Context: an optimization exercise on an open-source flow, tuned for small area. The choices shown serve that exercise and are no tape-out recipe.
No functional check of the RTL was part of this run.
No activity file was given, so power comes from the tool's default toggle rates.

## run.sh

```bash
#!/bin/bash
# synth_recipe.tcl (not shown) runs the flow's synth.tcl, then flattens the netlist and writes it again
# the make line also repeats each setting of config.mk as NAME=value (left out here)
make -C /OpenROAD-flow-scripts/flow DESIGN_CONFIG=/design/flow/config.mk WORK_HOME=/design/flow/orfs CLKGATE_MAP_FILE= SYNTH_SCRIPT=/design/flow/synth_recipe.tcl finish
```

## config.mk

```make
export PLATFORM = sky130hd
export DESIGN_NAME = flash_dri
export DESIGN_NICKNAME = flash_dri
export VERILOG_FILES = /design/flow/design.v
export SDC_FILE = /design/flow/constraint.sdc
export NUM_CORES = 4
export LEC_CHECK = 0
export CAP_MARGIN = 20
export CORE_MARGIN = 2
export CORE_UTILIZATION = 40
export PLACE_DENSITY = 0.6
export SLEW_MARGIN = 20
```

## constraint.sdc

```tcl
create_clock -name core_clock -period 5.0 [get_ports {clk}]
set_input_delay 1.0000 -clock core_clock [delete_from_list [all_inputs] [get_ports {clk}]]
set_output_delay 1.0000 -clock core_clock [all_outputs]
set_load 0.01 [all_outputs]
```

## design.v

```verilog
`timescale 1ns / 1ps
module flash_write_enable
(
    input   wire    clk,
    input   wire    rst_n,
    output  reg     fls_sck,
    output  reg     fls_ncs,
    output  reg     fls_sdo,
    input   wire    fls_sdi,
    input   wire    start,
    output  reg     busy
);
reg [9:0] cnt;
reg [6:0] cycle_cnt; 
reg [2:0] phase_cnt;
reg [7:0] tx_reg;
reg sft_wen;
reg byte_flag;
always@(posedge clk)
begin
    if(!rst_n) begin
        cnt <= 0;
    end else begin
        if(busy)
            cnt <= cnt + 1;
        else
            cnt <= 0;
    end
end
always@(posedge clk)
begin
    if(!rst_n) begin
        cycle_cnt <= 0;
    end else begin
        cycle_cnt <= cnt[9:3];
    end
end
always@(posedge clk)
begin
    if(!rst_n) begin
        phase_cnt <= 0;
    end else begin
        phase_cnt <= cnt[2:0];
    end
end
always@(posedge clk)
begin
    if(!rst_n) begin
        fls_sck <= 0;
    end else begin
        fls_sck <= cnt[2];
    end
end
always@(posedge clk)
begin
    if(!rst_n) begin
        fls_ncs <= 1;
    end else begin
        if(busy)
            fls_ncs <= 0;
        else
            fls_ncs <= 1;
    end
end
always@(posedge clk)
begin
    if(!rst_n) begin
        tx_reg <= 0;
    end else begin
        if(start)
            tx_reg <= {8'h06};  
        else if(sft_wen)
            tx_reg <= {tx_reg[6:0],1'b0};
    end
end
always@(posedge clk)
begin
    if(!rst_n) begin
        sft_wen <= 0;
    end else begin
        sft_wen <= (phase_cnt == 6);
    end
end
always@(posedge clk)
begin
    if(!rst_n) begin
        byte_flag <= 0;
    end else begin
        byte_flag <= (cycle_cnt[2:0] == 7) && (phase_cnt == 5);
    end
end
always@(posedge clk)
begin
    if(!rst_n) begin
        fls_sdo <= 0;
    end else begin
        fls_sdo <= tx_reg[7];
    end
end
always@(posedge clk)
begin
    if(!rst_n) begin
        busy <= 0;
    end else begin
        if(start)
            busy <= 1;
        else if(cycle_cnt == 8)
            busy <= 0;
    end
end
endmodule
`timescale 1ns / 1ps
module flash_wait_free
(
    input   wire    clk,
    input   wire    rst_n,
    output  reg     fls_sck,
    output  reg     fls_ncs,
    output  reg     fls_sdo,
    input   wire    fls_sdi,
    input   wire    start,
    output  reg     busy
);
reg [31:0] cnt;
reg [28:0] cycle_cnt; 
reg [2:0] phase_cnt;
reg [7:0] tx_reg;
reg [7:0] rx_reg;
reg sft_wen;
reg sft_ren;
reg byte_flag;
reg fls_busy;
always@(posedge clk)
begin
    if(!rst_n) begin
        cnt <= 0;
    end else begin
        if(busy)
            cnt <= cnt + 1;
        else
            cnt <= 0;
    end
end
always@(posedge clk)
begin
    if(!rst_n) begin
        cycle_cnt <= 0;
    end else begin
        cycle_cnt <= cnt[31:3];
    end
end
always@(posedge clk)
begin
    if(!rst_n) begin
        phase_cnt <= 0;
    end else begin
        phase_cnt <= cnt[2:0];
    end
end
always@(posedge clk)
begin
    if(!rst_n) begin
        fls_sck <= 0;
    end else begin
        fls_sck <= cnt[2];
    end
end
always@(posedge clk)
begin
    if(!rst_n) begin
        fls_ncs <= 1;
    end else begin
        if(busy)
            fls_ncs <= 0;
        else
            fls_ncs <= 1;
    end
end
always@(posedge clk)
begin
    if(!rst_n) begin
        tx_reg <= 0;
    end else begin
        if(start)
            tx_reg <= {8'h05};  
        else if(sft_wen)
            tx_reg <= {tx_reg[6:0],1'b0};
    end
end
always@(posedge clk)
begin
    if(!rst_n) begin
        sft_wen <= 0;
    end else begin
        sft_wen <= (phase_cnt == 6);
    end
end
always@(posedge clk)
begin
    if(!rst_n) begin
        sft_ren <= 0;
    end else begin
        sft_ren <= (phase_cnt == 3) && (cycle_cnt > 7);
    end
end
always@(posedge clk)
begin
    if(!rst_n) begin
        byte_flag <= 0;
    end else begin
        byte_flag <= (cycle_cnt > 7) && (cycle_cnt[2:0] == 7) && (phase_cnt == 5);
    end
end
always@(posedge clk)
begin
    if(!rst_n) begin
        fls_sdo <= 0;
    end else begin
        fls_sdo <= tx_reg[7];
    end
end
always@(posedge clk)
begin
    if(!rst_n) begin
        rx_reg <= 0;
    end else begin
        if(sft_ren)
            rx_reg <= {rx_reg[6:0],fls_sdi};
    end
end
always@(posedge clk)
begin
    if(!rst_n) begin
        fls_busy <= 1'b1;
    end else begin
        if(start)
            fls_busy <= 1;
        else if(byte_flag)
            fls_busy <= rx_reg[0];  
    end
end
always@(posedge clk)
begin
    if(!rst_n) begin
        busy <= 0;
    end else begin
        if(start)
            busy <= 1;
        else if((fls_busy == 0) && (phase_cnt == 0))
            busy <= 0;
    end
end
endmodule
`timescale 1ns / 1ps
module flash_erase
(
    input   wire    clk,
    input   wire    rst_n,
    output  reg     fls_sck,
    output  reg     fls_ncs,
    output  reg     fls_sdo,
    input   wire    fls_sdi,
    input   wire    start,
    output  reg     busy
);
reg [9:0] cnt;
reg [6:0] cycle_cnt; 
reg [2:0] phase_cnt;
reg [7:0] tx_reg;
reg sft_wen;
reg byte_flag;
always@(posedge clk)
begin
    if(!rst_n) begin
        cnt <= 0;
    end else begin
        if(busy)
            cnt <= cnt + 1;
        else
            cnt <= 0;
    end
end
always@(posedge clk)
begin
    if(!rst_n) begin
        cycle_cnt <= 0;
    end else begin
        cycle_cnt <= cnt[9:3];
    end
end
always@(posedge clk)
begin
    if(!rst_n) begin
        phase_cnt <= 0;
    end else begin
        phase_cnt <= cnt[2:0];
    end
end
always@(posedge clk)
begin
    if(!rst_n) begin
        fls_sck <= 0;
    end else begin
        fls_sck <= cnt[2];
    end
end
always@(posedge clk)
begin
    if(!rst_n) begin
        fls_ncs <= 1;
    end else begin
        if(busy)
            fls_ncs <= 0;
        else
            fls_ncs <= 1;
    end
end
always@(posedge clk)
begin
    if(!rst_n) begin
        tx_reg <= 0;
    end else begin
        if(start)
            tx_reg <= {8'hc7};  
        else if(sft_wen)
            tx_reg <= {tx_reg[6:0],1'b0};
    end
end
always@(posedge clk)
begin
    if(!rst_n) begin
        sft_wen <= 0;
    end else begin
        sft_wen <= (phase_cnt == 6);
    end
end
always@(posedge clk)
begin
    if(!rst_n) begin
        byte_flag <= 0;
    end else begin
        byte_flag <= (cycle_cnt[2:0] == 7) && (phase_cnt == 5);
    end
end
always@(posedge clk)
begin
    if(!rst_n) begin
        fls_sdo <= 0;
    end else begin
        fls_sdo <= tx_reg[7];
    end
end
always@(posedge clk)
begin
    if(!rst_n) begin
        busy <= 0;
    end else begin
        if(start)
            busy <= 1;
        else if(cycle_cnt == 8)
            busy <= 0;
    end
end
endmodule
`timescale 1ns / 1ps
module flash_sector_erase
(
    input   wire        clk,
    input   wire        rst_n,
    output  reg         fls_sck,
    output  reg         fls_ncs,
    output  reg         fls_sdo,
    input   wire        fls_sdi,
    input   wire        start,
    input   wire [23:0] addr,
    output  reg         busy
);
reg [9:0] cnt;
reg [6:0] cycle_cnt; 
reg [2:0] phase_cnt;
reg [31:0] tx_reg;
reg sft_wen;
always@(posedge clk)
begin
    if(!rst_n) begin
        cnt <= 0;
    end else begin
        if(busy)
            cnt <= cnt + 1;
        else
            cnt <= 0;
    end
end
always@(posedge clk)
begin
    if(!rst_n) begin
        cycle_cnt <= 0;
    end else begin
        cycle_cnt <= cnt[9:3];
    end
end
always@(posedge clk)
begin
    if(!rst_n) begin
        phase_cnt <= 0;
    end else begin
        phase_cnt <= cnt[2:0];
    end
end
always@(posedge clk)
begin
    if(!rst_n) begin
        fls_sck <= 0;
    end else begin
        fls_sck <= cnt[2];
    end
end
always@(posedge clk)
begin
    if(!rst_n) begin
        fls_ncs <= 1;
    end else begin
        if(busy)
            fls_ncs <= 0;
        else
            fls_ncs <= 1;
    end
end
always@(posedge clk)
begin
    if(!rst_n) begin
        tx_reg <= 0;
    end else begin
        if(start)
            tx_reg <= {8'h20,addr};  
        else if(sft_wen)
            tx_reg <= {tx_reg[30:0],1'b0};
    end
end
always@(posedge clk)
begin
    if(!rst_n) begin
        sft_wen <= 0;
    end else begin
        sft_wen <= (phase_cnt == 6);
    end
end
always@(posedge clk)
begin
    if(!rst_n) begin
        fls_sdo <= 0;
    end else begin
        fls_sdo <= tx_reg[31];
    end
end
always@(posedge clk)
begin
    if(!rst_n) begin
        busy <= 0;
    end else begin
        if(start)
            busy <= 1;
        else if(cycle_cnt == 32)
            busy <= 0;
    end
end
endmodule
`timescale 1ns / 1ps
module flash_write
(
    input   wire        clk,
    input   wire        rst_n,
    output  reg         fls_sck,
    output  reg         fls_ncs,
    output  reg         fls_sdo,
    input   wire        fls_sdi,
    input   wire        start,
    input   wire [23:0] addr,
    input   wire [7:0]  din,
    output  reg         busy
);
reg [9:0] cnt;
reg [6:0] cycle_cnt; 
reg [2:0] phase_cnt;
reg [39:0] tx_reg;
reg sft_wen;
reg byte_flag;
always@(posedge clk)
begin
    if(!rst_n) begin
        cnt <= 0;
    end else begin
        if(busy)
            cnt <= cnt + 1;
        else
            cnt <= 0;
    end
end
always@(posedge clk)
begin
    if(!rst_n) begin
        cycle_cnt <= 0;
    end else begin
        cycle_cnt <= cnt[9:3];
    end
end
always@(posedge clk)
begin
    if(!rst_n) begin
        phase_cnt <= 0;
    end else begin
        phase_cnt <= cnt[2:0];
    end
end
always@(posedge clk)
begin
    if(!rst_n) begin
        fls_sck <= 0;
    end else begin
        fls_sck <= cnt[2];
    end
end
always@(posedge clk)
begin
    if(!rst_n) begin
        fls_ncs <= 1;
    end else begin
        if(busy)
            fls_ncs <= 0;
        else
            fls_ncs <= 1;
    end
end
always@(posedge clk)
begin
    if(!rst_n) begin
        tx_reg <= 0;
    end else begin
        if(start)
            tx_reg <= {8'h02,addr,din};
        else if(sft_wen)
            tx_reg <= {tx_reg[38:0],1'b0};
    end
end
always@(posedge clk)
begin
    if(!rst_n) begin
        sft_wen <= 0;
    end else begin
        sft_wen <= (phase_cnt == 6);
    end
end
always@(posedge clk)
begin
    if(!rst_n) begin
        byte_flag <= 0;
    end else begin
        byte_flag <= (cycle_cnt[2:0] == 7) && (phase_cnt == 5);
    end
end
always@(posedge clk)
begin
    if(!rst_n) begin
        fls_sdo <= 0;
    end else begin
        fls_sdo <= tx_reg[39];
    end
end
always@(posedge clk)
begin
    if(!rst_n) begin
        busy <= 0;
    end else begin
        if(start)
            busy <= 1;
        else if(cycle_cnt == 40)
            busy <= 0;
    end
end
endmodule
`timescale 1ns / 1ps
module flash_read
(
    input   wire        clk,
    input   wire        rst_n,
    output  reg         fls_sck,
    output  reg         fls_ncs,
    output  reg         fls_sdo,
    input   wire        fls_sdi,
    input   wire        start,
    input   wire [23:0] addr,
    output  reg         dout_en,
    output  reg  [7:0]  dout,
    output  reg         busy
);
reg [9:0] cnt;
reg [6:0] cycle_cnt; 
reg [2:0] phase_cnt;
reg [31:0] tx_reg;
reg [7:0] rx_reg;
reg sft_wen;
reg sft_ren;
reg byte_flag;
always@(posedge clk)
begin
    if(!rst_n) begin
        cnt <= 0;
    end else begin
        if(busy)
            cnt <= cnt + 1;
        else
            cnt <= 0;
    end
end
always@(posedge clk)
begin
    if(!rst_n) begin
        cycle_cnt <= 0;
    end else begin
        cycle_cnt <= cnt[9:3];
    end
end
always@(posedge clk)
begin
    if(!rst_n) begin
        phase_cnt <= 0;
    end else begin
        phase_cnt <= cnt[2:0];
    end
end
always@(posedge clk)
begin
    if(!rst_n) begin
        fls_sck <= 0;
    end else begin
        fls_sck <= cnt[2];
    end
end
always@(posedge clk)
begin
    if(!rst_n) begin
        fls_ncs <= 1;
    end else begin
        if(busy)
            fls_ncs <= 0;
        else
            fls_ncs <= 1;
    end
end
always@(posedge clk)
begin
    if(!rst_n) begin
        tx_reg <= 0;
    end else begin
        if(start)
            tx_reg <= {8'h03,addr};  
        else if(sft_wen)
            tx_reg <= {tx_reg[30:0],1'b0};
    end
end
always@(posedge clk)
begin
    if(!rst_n) begin
        sft_wen <= 0;
    end else begin
        sft_wen <= (phase_cnt == 6);
    end
end
always@(posedge clk)
begin
    if(!rst_n) begin
        sft_ren <= 0;
    end else begin
        sft_ren <= (phase_cnt == 3) && (cycle_cnt > 31);
    end
end
always@(posedge clk)
begin
    if(!rst_n) begin
        byte_flag <= 0;
    end else begin
        byte_flag <= (cycle_cnt > 31) && (cycle_cnt[2:0] == 7) && (phase_cnt == 5);
    end
end
always@(posedge clk)
begin
    if(!rst_n) begin
        fls_sdo <= 0;
    end else begin
        fls_sdo <= tx_reg[31];
    end
end
always@(posedge clk)
begin
    if(!rst_n) begin
        rx_reg <= 0;
    end else begin
        if(sft_ren)
            rx_reg <= {rx_reg[6:0],fls_sdi};
    end
end
always@(posedge clk)
begin
    if(!rst_n) begin
        dout_en <= 0;
    end else begin
        dout_en <= byte_flag;
    end
end
always@(posedge clk)
begin
    if(!rst_n) begin
        dout <= 0;
    end else begin
        if(byte_flag)
            dout <= rx_reg;
    end
end
always@(posedge clk)
begin
    if(!rst_n) begin
        busy <= 0;
    end else begin
        if(start)
            busy <= 1;
        else if(cycle_cnt == 40)
            busy <= 0;
    end
end
endmodule
`timescale 1ns / 1ps
module flash_fast_read
(
    input   wire        clk,
    input   wire        rst_n,
    output  reg         fls_sck,
    output  reg         fls_ncs,
    output  reg         fls_sdo,
    input   wire        fls_sdi,
    input   wire        start,
    output  reg         dout_en,
    output  reg [23:0]  addr,
    output  reg [7:0]   dout,
    output  reg         busy
);
reg [31:0] cnt;
reg [28:0] cycle_cnt; 
reg [2:0] phase_cnt;
reg [31:0] tx_reg;
reg [7:0] rx_reg;
reg sft_wen;
reg sft_ren;
reg byte_flag;
always@(posedge clk)
begin
    if(!rst_n) begin
        cnt <= 0;
    end else begin
        if(busy)
            cnt <= cnt + 1;
        else
            cnt <= 0;
    end
end
always@(posedge clk)
begin
    if(!rst_n) begin
        cycle_cnt <= 0;
    end else begin
        cycle_cnt <= cnt[31:3];
    end
end
always@(posedge clk)
begin
    if(!rst_n) begin
        phase_cnt <= 0;
    end else begin
        phase_cnt <= cnt[2:0];
    end
end
always@(posedge clk)
begin
    if(!rst_n) begin
        fls_sck <= 0;
    end else begin
        fls_sck <= cnt[2];
    end
end
always@(posedge clk)
begin
    if(!rst_n) begin
        fls_ncs <= 1;
    end else begin
        if(busy)
            fls_ncs <= 0;
        else
            fls_ncs <= 1;
    end
end
always@(posedge clk)
begin
    if(!rst_n) begin
        tx_reg <= 0;
    end else begin
        if(start)
            tx_reg <= {8'h0b,8'h00,8'h00,8'h00};  
        else if(sft_wen)
            tx_reg <= {tx_reg[30:0],1'b0};
    end
end
always@(posedge clk)
begin
    if(!rst_n) begin
        sft_wen <= 0;
    end else begin
        sft_wen <= (phase_cnt == 6);
    end
end
always@(posedge clk)
begin
    if(!rst_n) begin
        sft_ren <= 0;
    end else begin
        sft_ren <= (phase_cnt == 3) && (cycle_cnt > 39);
    end
end
always@(posedge clk)
begin
    if(!rst_n) begin
        byte_flag <= 0;
    end else begin
        byte_flag <= (cycle_cnt > 39) && (cycle_cnt[2:0] == 7) && (phase_cnt == 5);
    end
end
always@(posedge clk)
begin
    if(!rst_n) begin
        fls_sdo <= 0;
    end else begin
        fls_sdo <= tx_reg[31];
    end
end
always@(posedge clk)
begin
    if(!rst_n) begin
        rx_reg <= 0;
    end else begin
        if(sft_ren)
            rx_reg <= {rx_reg[6:0],fls_sdi};
    end
end
always@(posedge clk)
begin
    if(!rst_n) begin
        dout_en <= 0;
    end else begin
        dout_en <= byte_flag;
    end
end
always@(posedge clk)
begin
    if(!rst_n) begin
        dout <= 0;
    end else begin
        if(byte_flag)
            dout <= rx_reg;
    end
end
always@(posedge clk)
begin
    if(!rst_n) begin
        addr <= 0;
    end else begin
        if(start)
            addr <= 24'hFF_FFFF;
        else if(byte_flag)
            addr <= addr + 1;
    end
end
always@(posedge clk)
begin
    if(!rst_n) begin
        busy <= 0;
    end else begin
        if(start)
            busy <= 1;
        else if(cycle_cnt == 28'h800_0028)
            busy <= 0;
    end
end
endmodule
`timescale 1ns / 1ps
module flash_id
(
    input   wire        clk,
    input   wire        rst_n,
    output  reg         fls_sck,
    output  reg         fls_ncs,
    output  reg         fls_sdo,
    input   wire        fls_sdi,
    input   wire        start,
    output  reg [15:0]  fls_id,
    output  reg         busy
);
reg [9:0] cnt;
reg [6:0] cycle_cnt; 
reg [2:0] phase_cnt;
reg [31:0] tx_reg;
reg [7:0] rx_reg;
reg sft_wen;
reg sft_ren;
reg byte_flag;
always@(posedge clk)
begin
    if(!rst_n) begin
        cnt <= 0;
    end else begin
        if(busy)
            cnt <= cnt + 1;
        else
            cnt <= 0;
    end
end
always@(posedge clk)
begin
    if(!rst_n) begin
        cycle_cnt <= 0;
    end else begin
        cycle_cnt <= cnt[9:3];
    end
end
always@(posedge clk)
begin
    if(!rst_n) begin
        phase_cnt <= 0;
    end else begin
        phase_cnt <= cnt[2:0];
    end
end
always@(posedge clk)
begin
    if(!rst_n) begin
        fls_sck <= 0;
    end else begin
        fls_sck <= cnt[2];
    end
end
always@(posedge clk)
begin
    if(!rst_n) begin
        fls_ncs <= 1;
    end else begin
        if(busy)
            fls_ncs <= 0;
        else
            fls_ncs <= 1;
    end
end
always@(posedge clk)
begin
    if(!rst_n) begin
        tx_reg <= 0;
    end else begin
        if(start)
            tx_reg <= {8'h90,8'h00,8'h00,8'h00};  
        else if(sft_wen)
            tx_reg <= {tx_reg[30:0],1'b0};
    end
end
always@(posedge clk)
begin
    if(!rst_n) begin
        sft_wen <= 0;
    end else begin
        sft_wen <= (phase_cnt == 6);
    end
end
always@(posedge clk)
begin
    if(!rst_n) begin
        sft_ren <= 0;
    end else begin
        sft_ren <= (phase_cnt == 3) && (cycle_cnt > 31) && (cycle_cnt < 48);
    end
end
always@(posedge clk)
begin
    if(!rst_n) begin
        byte_flag <= 0;
    end else begin
        byte_flag <= (cycle_cnt > 31) && (cycle_cnt[2:0] == 7) && (phase_cnt == 5);
    end
end
always@(posedge clk)
begin
    if(!rst_n) begin
        fls_sdo <= 0;
    end else begin
        fls_sdo <= tx_reg[31];
    end
end
always@(posedge clk)
begin
    if(!rst_n) begin
        rx_reg <= 0;
    end else begin
        if(sft_ren)
            rx_reg <= {rx_reg[6:0],fls_sdi};
    end
end
always@(posedge clk)
begin
    if(!rst_n) begin
        fls_id <= 0;
    end else begin
        if(byte_flag)
            fls_id <= {fls_id[7:0],rx_reg};
    end
end
always@(posedge clk)
begin
    if(!rst_n) begin
        busy <= 0;
    end else begin
        if(start)
            busy <= 1;
        else if(cycle_cnt == 48)
            busy <= 0;
    end
end
endmodule
`timescale 1ns / 1ps
module flash_dri
(
    input   wire        clk,
    input   wire        rst_n,
    output  reg         fls_sck,
    output  reg         fls_ncs,
    output  reg         fls_sdo,
    input   wire        fls_sdi,
    input   wire        start,
    input   wire [2:0]  mod_sel,  
    input   wire [23:0] fls_addr,
    input   wire [7:0]  fls_write,
    output  wire [7:0]  fls_read,
    output  wire        frd_en,
    output  wire [23:0] frd_addr,
    output  wire [7:0]  frd_data,
    output  wire [15:0] id,
    output  reg         busy
);
wire fls_sck_wen;
wire fls_sck_wfree;
wire fls_sck_erase;
wire fls_sck_sector;
wire fls_sck_wr;
wire fls_sck_rd;
wire fls_sck_frd;
wire fls_sck_id;
wire fls_ncs_wen;
wire fls_ncs_wfree;
wire fls_ncs_erase;
wire fls_ncs_sector;
wire fls_ncs_wr;
wire fls_ncs_rd;
wire fls_ncs_frd;
wire fls_ncs_id;
wire fls_sdo_wen;
wire fls_sdo_wfree;
wire fls_sdo_erase;
wire fls_sdo_sector;
wire fls_sdo_wr;
wire fls_sdo_rd;
wire fls_sdo_frd;
wire fls_sdo_id;
reg fls_sdi_wen;
reg fls_sdi_wfree;
reg fls_sdi_erase;
reg fls_sdi_sector;
reg fls_sdi_wr;
reg fls_sdi_rd;
reg fls_sdi_frd;
reg fls_sdi_id;
reg start_wen;
reg start_wfree;
reg start_erase;
reg start_sector;
reg start_wr;
reg start_rd;
reg start_frd;
reg start_id;
wire busy_wen;
wire busy_wfree;
wire busy_erase;
wire busy_sector;
wire busy_wr;
wire busy_rd;
wire busy_frd;
wire busy_id;
flash_write_enable u_flash_write_enable
(
    .clk        (clk            ),
    .rst_n      (rst_n            ),
    .fls_sck    (fls_sck_wen    ),
    .fls_ncs    (fls_ncs_wen    ),
    .fls_sdo    (fls_sdo_wen    ),
    .fls_sdi    (fls_sdi_wen    ),
    .start      (start_wen      ),
    .busy       (busy_wen       )
);
flash_wait_free u_flash_wait_free
(
    .clk        (clk            ),
    .rst_n      (rst_n            ),
    .fls_sck    (fls_sck_wfree  ),
    .fls_ncs    (fls_ncs_wfree  ),
    .fls_sdo    (fls_sdo_wfree  ),
    .fls_sdi    (fls_sdi_wfree  ),
    .start      (start_wfree    ),
    .busy       (busy_wfree     )
);
flash_erase u_flash_erase
(
    .clk        (clk            ),
    .rst_n      (rst_n            ),
    .fls_sck    (fls_sck_erase  ),
    .fls_ncs    (fls_ncs_erase  ),
    .fls_sdo    (fls_sdo_erase  ),
    .fls_sdi    (fls_sdi_erase  ),
    .start      (start_erase    ),
    .busy       (busy_erase     )
);
flash_sector_erase u_flash_sector_erase
(
    .clk        (clk            ),
    .rst_n      (rst_n            ),
    .fls_sck    (fls_sck_sector ),
    .fls_ncs    (fls_ncs_sector ),
    .fls_sdo    (fls_sdo_sector ),
    .fls_sdi    (fls_sdi_sector ),
    .start      (start_sector   ),
    .addr       (fls_addr       ),
    .busy       (busy_sector    )
);
flash_write u_flash_write
(
    .clk        (clk            ),
    .rst_n      (rst_n            ),
    .fls_sck    (fls_sck_wr     ),
    .fls_ncs    (fls_ncs_wr     ),
    .fls_sdo    (fls_sdo_wr     ),
    .fls_sdi    (fls_sdi_wr     ),
    .start      (start_wr       ),
    .addr       (fls_addr       ),
    .din        (fls_write      ),
    .busy       (busy_wr        )
);
flash_read u_flash_read
(
    .clk        (clk            ),
    .rst_n      (rst_n            ),
    .fls_sck    (fls_sck_rd     ),
    .fls_ncs    (fls_ncs_rd     ),
    .fls_sdo    (fls_sdo_rd     ),
    .fls_sdi    (fls_sdi_rd     ),
    .start      (start_rd       ),
    .addr       (fls_addr       ),
    .dout       (fls_read       ),
    .busy       (busy_rd        )
);
flash_fast_read u_flash_fast_read
(
    .clk        (clk            ),
    .rst_n      (rst_n            ),
    .fls_sck    (fls_sck_frd    ),
    .fls_ncs    (fls_ncs_frd    ),
    .fls_sdo    (fls_sdo_frd    ),
    .fls_sdi    (fls_sdi_frd    ),
    .start      (start_frd      ),
    .dout_en    (frd_en         ),
    .addr       (frd_addr       ),
    .dout       (frd_data       ),
    .busy       (busy_frd       )
);
flash_id u_flash_id
(
    .clk        (clk            ),
    .rst_n      (rst_n            ),
    .fls_sck    (fls_sck_id     ),
    .fls_ncs    (fls_ncs_id     ),
    .fls_sdo    (fls_sdo_id     ),
    .fls_sdi    (fls_sdi_id     ),
    .start      (start_id       ),
    .fls_id     (id             ),
    .busy       (busy_id        )
);
always@(posedge clk)
begin
    if(!rst_n) begin
        start_wfree <= 0;
        start_wen <= 0;
        start_erase <= 0;
        start_wr <= 0;
        start_rd <= 0;
        start_frd <= 0;
        start_id <= 0;
        start_sector <= 0;
    end else begin
        start_wfree  <= start && (mod_sel == 0);
        start_wen    <= start && (mod_sel == 1);
        start_erase  <= start && (mod_sel == 2);
        start_wr     <= start && (mod_sel == 3);
        start_rd     <= start && (mod_sel == 4);
        start_frd    <= start && (mod_sel == 5);
        start_id     <= start && (mod_sel == 6);
        start_sector <= start && (mod_sel == 7);
    end
end
always@(posedge clk)
begin
    if(!rst_n) begin
        fls_sdi_wfree <= 0;
        fls_sdi_wen <= 0;
        fls_sdi_erase <= 0;
        fls_sdi_wr <= 0;
        fls_sdi_rd <= 0;
        fls_sdi_frd <= 0;
        fls_sdi_id <= 0;
        fls_sdi_sector <= 0;
    end else begin
        fls_sdi_wfree <= fls_sdi && (mod_sel == 0);
        fls_sdi_wen   <= fls_sdi && (mod_sel == 1);
        fls_sdi_erase <= fls_sdi && (mod_sel == 2);
        fls_sdi_wr    <= fls_sdi && (mod_sel == 3);
        fls_sdi_rd    <= fls_sdi && (mod_sel == 4);
        fls_sdi_frd   <= fls_sdi && (mod_sel == 5);
        fls_sdi_id    <= fls_sdi && (mod_sel == 6);
        fls_sdi_sector<= fls_sdi && (mod_sel == 7);
    end
end
always@(posedge clk)
begin
    if(!rst_n) begin
        fls_sck <= 0;
    end else begin
        case(mod_sel)
         0: fls_sck <= fls_sck_wfree;
         1: fls_sck <= fls_sck_wen;
         2: fls_sck <= fls_sck_erase;
         3: fls_sck <= fls_sck_wr;
         4: fls_sck <= fls_sck_rd;
         5: fls_sck <= fls_sck_frd;
         6: fls_sck <= fls_sck_id;
         7: fls_sck <= fls_sck_sector;
        endcase
    end
end
always@(posedge clk)
begin
    if(!rst_n) begin
        fls_ncs <= 1;
    end else begin
        case(mod_sel)
         0: fls_ncs <= fls_ncs_wfree;
         1: fls_ncs <= fls_ncs_wen;
         2: fls_ncs <= fls_ncs_erase;
         3: fls_ncs <= fls_ncs_wr;
         4: fls_ncs <= fls_ncs_rd;
         5: fls_ncs <= fls_ncs_frd;
         6: fls_ncs <= fls_ncs_id;
         7: fls_ncs <= fls_ncs_sector;
        endcase
    end
end
always@(posedge clk)
begin
    if(!rst_n) begin
        fls_sdo <= 0;
    end else begin
        case(mod_sel)
         0: fls_sdo <= fls_sdo_wfree;
         1: fls_sdo <= fls_sdo_wen;
         2: fls_sdo <= fls_sdo_erase;
         3: fls_sdo <= fls_sdo_wr;
         4: fls_sdo <= fls_sdo_rd;
         5: fls_sdo <= fls_sdo_frd;
         6: fls_sdo <= fls_sdo_id;
         7: fls_sdo <= fls_sdo_sector;
        endcase
    end
end
always@(posedge clk)
begin
    if(!rst_n) begin
        busy <= 0;
    end else begin
        busy <= busy_wfree | busy_wen | busy_erase | busy_wr | busy_rd | busy_frd | busy_id | busy_sector;
    end
end
endmodule
```

==> impl_metrics.py <==
metrics = {
    "synthesis": {
        "syn_area_per_cell_um2": 9.64,
        "syn_inst": 2003,
        "netlist.top_cell.by_area": "dfxtp_1",
        "ys_seq_area_share_pct": 54.5,
        "ys_seq_elements": 526,
        "yosys_warnings": 9,
        "post_synth_main_area_contributors": "dfxtp_1, mux2i_1, nor2_1",
        "synth_cell_types": 50,
        "synth_fp_nets": 2051,
        "synth_area_mm2": 0.0193,
        "synth_top_area_share_pct": 54.5,
    },
    "timing": {
        "clock.fmax_mhz": 375,
        "slew-limit-headroom_pct": 34.3,
        "skew_ns": 0.0242,
        "slew_violations": 0,
        "setup_tns_ns": 0,
        "finalCriticalPeriod_ns": 2.67,
        "setup_viol": 0,
        "whs_ns": 0.389,
        "finalCritPeriodShare_pct": 53.4,
        "tightest_slew_ns": 0.984,
        "hold_violations": 0,
        "grt_setup_unrepaired": "no",
    },
    "place": {
        "dpl_cell_area_mm2": 0.0207,
        "place.gp.congestion": 0.759,
        "port_buffers": 99,
        "dp.cells": 2612,
        "hpwl_mm": 24.4,
    },
    "die": {
        "rows": 80,
        "ioPinCount": 100,
        "coreArea_mm2": 0.0477,
        "die_x_um": 224,
        "start_util_pct": 40.5,
        "die_height_um": 224,
        "die_area_mm2": 0.0501,
    },
    "clocking": {
        "clk_path_buf_depth": 3,
        "numCtsBuffers": 55,
        "cts-root-buf": "clkbuf_16",
        "worstSkewPairLatency_ns": 0.61,
        "cts_setup_buffers": 0,
        "h-tree-depth": 2,
        "tritoncts": "built",
        "clkTransAtPathRegs_ns": 0.06,
        "postCtsHoldBufs": 0,
        "postCtsResizedCells": 0,
        "cts.sinks": 526,
    },
    "setup_path": {
        "critPathBufInv": 1,
        "worstPathArrival_ns": 1.67,
        "crit_required_ns": 4.00,
        "slowest_delay_ns": 0.59,
        "worstSetupEndpointType": "primary output",
        "crit_type": "reg -> out",
        "cpLargestDelayFamily": "buffers and inverters",
        "slowest_stage": "clkdlybuf4s50_1",
        "crit_chain": "clkdlybuf4s50_1",
        "crit_fanout": 6,
        "cp-start-kind": "flip-flop",
    },
    "pwr": {
        "p_switching_mw": 1.75,
        "p_comb_share_pct": 1.9,
        "leakage_nw": 7.80,
        "peakVddDrop_v": 0.000268,
        "power_density_mw_per_mm2": 378,
        "p_sw_share_pct": 20.5,
        "clkPwrFrac_pct": 48.5,
        "p_seq_share_pct": 49.6,
        "p_int_mw": 6.79,
    },
    "final_layout": {
        "fin_cells": 2712,
        "areaGrowthSynthToFinish_pct": 17.0,
        "final_cell_mix": "dfxtp_1, nor2_1, mux2i_1",
        "num_antenna_cells": 0,
        "final_common_cell": "dfxtp_1",
        "stdcell_area_mm2": 0.0226,
        "drive_above_1_share_pct": 5.20,
        "largest_reg_flops": 40,
        "nets": 2102,
    },
    "hold_path": {
        "worstHoldPathType": "reg -> reg",
    },
    "grt": {
        "grt_overflow": 0,
        "grt_use_total_pct": 15.1,
        "antenna_found_initial": 2,
        "grt_pass1_wl_mm": 63.6,
        "grt_max_degree": 106,
        "grt_pass1_vias": 13100,
    },
    "outcome": {
        "status": "complete, no violations",
    },
    "routing": {
        "avgViaCountPerCell": 5.05,
        "wl_mm": 38.2,
        "num_vias": 13700,
        "drt_iter0_drc": 735,
        "route.detailed.wl_per_inst_um": 14.1,
        "ant_nets": 0,
        "drc": 0,
        "dr.pass1.iters": 5,
    },
    "run": {
        "cap_violations": 0,
    },
}
cell usage after synthesis, drive strengths merged:
master     n
nand2     65
and4b      6
nor3b      5
or3       24
and3      23
nor2     353
nand4     46
inv       21
o21bai     1
nand3b     1
a32oi      1
clkbuf    87
a211oi     1
xor2      52
nand4bb    2
nor3      15
a31oi     13
a221oi     2
or4       33
ha         9
buf       25
nand3     51
nand4b     4
xnor2     24
nor4      18
and2     130
o311ai     1
mux2       1
o22ai      1
o21ai     30
o41ai      6
nand2b     9
mux4       1
nor2b      3
nor4b      2
or4b       3
and4      17
a21oi    161
mux2i    195
dfxtp    526
a22oi      2
or2        3
o31ai     30
worst reg2reg max path, cell delays in order, from the launching register on:
cell     delay [ns]
dfxtp_1        0.90
and4_1         0.49
nand4_1        0.39
or3_1          0.43
a31oi_1        0.17
power groups by stage:
| stage | logic [mW] | clock network [mW] | registers (mW) |
|---|---|---|---|
| floorplan | 0.0880 | 0 | 4.32 |
| global placement | 0.163 | 0 | 4.33 |
| detailed placement | 0.165 | 0 | 4.33 |
| CTS | 0.166 | 4.27 | 4.23 |
| global route | 0.183 | 4.44 | 4.23 |
| finish | 0.164 | 4.14 | 4.23 |
area by class of cell:
type | count | area [µm²]
Clock buffer | 85 | 1640
Clock inverter | 15 | 244
Fill cell | 4472 | 25100
Inverter | 21 | 83.8
Multi-Input combinational cell | 1344 | 8270
Sequential cell | 526 | 10500
Tap cell | 615 | 769
Timing Repair Buffer | 106 | 1050
worst paths after layout:
path,from,end,slack [ns],cells past startpoint
worst max-delay path,u_flash_fast_read.addr[0],frd_addr[0],2.33,1
worst min-delay path,u_flash_write_enable.phase_cnt[0],u_flash_write_enable.sft_wen,0.39,1
worst max register to register,u_flash_fast_read.byte_flag,u_flash_fast_read.addr[13],2.53,4
worst min register to register,u_flash_write_enable.phase_cnt[0],u_flash_write_enable.sft_wen,0.39,1
per-stage QoR:
step	total power, mW	utilization [%]	setup WS (ns)
final	8.54	47.3	2.33
after global routing	8.86	47.3	2.27
after CTS	8.67	47.3	2.28
after detailed placement	4.49	43.4	1.89
after global placement	4.49	43.4	1.93
after floorplan	4.41	-	2.95
metal layers:
layer / global-route usage (%) / vias to the layer above / wire (µm)
li1: - / 7013 / -
met1: 19.7 / 6449 / 18400
met2: 25.2 / 164 / 17500
met3: 3.25 / 54 / 1500
met4: 4.26 / 4 / 740
met5: 0 / - / 29
cells by family after synthesis:
kind of cell	Yosys count	synth area share [%]
compound gates	249	7.18
xor+xnor	76	3.45
fa+ha+maj	9	0.583
buf+inv	133	2.68
flops	526	54.5
mux	197	10.3
simple gates	813	21.3

## static timing again, ports no longer ideal
No port has a modelled driver above. Below, the same layout with a new extraction and two added sets of constraints.
Step 1 assumes that a clkbuf_16 drives the clock port and a buf_2 every other input.
Step 2 moves the port delays by t, midway between the first and last clock arrival at a register: inputs arrive t later, outputs are due t later. That takes back most of the time a late clock gives input paths.
Three values: ideal, step 1, step 2; two values: the first two.
t, ns: 0.654
setup WS [ns]: 2.332 / 2.279 / 1.885
clock arrival spread, ns: 0.030 / 0.030
cell pins on the clock port's net: 1
After both steps setup and hold are still met in this run. For this run, drivers alone change the setup slack by -0.053 ns; drivers and shift together by -0.447 ns.
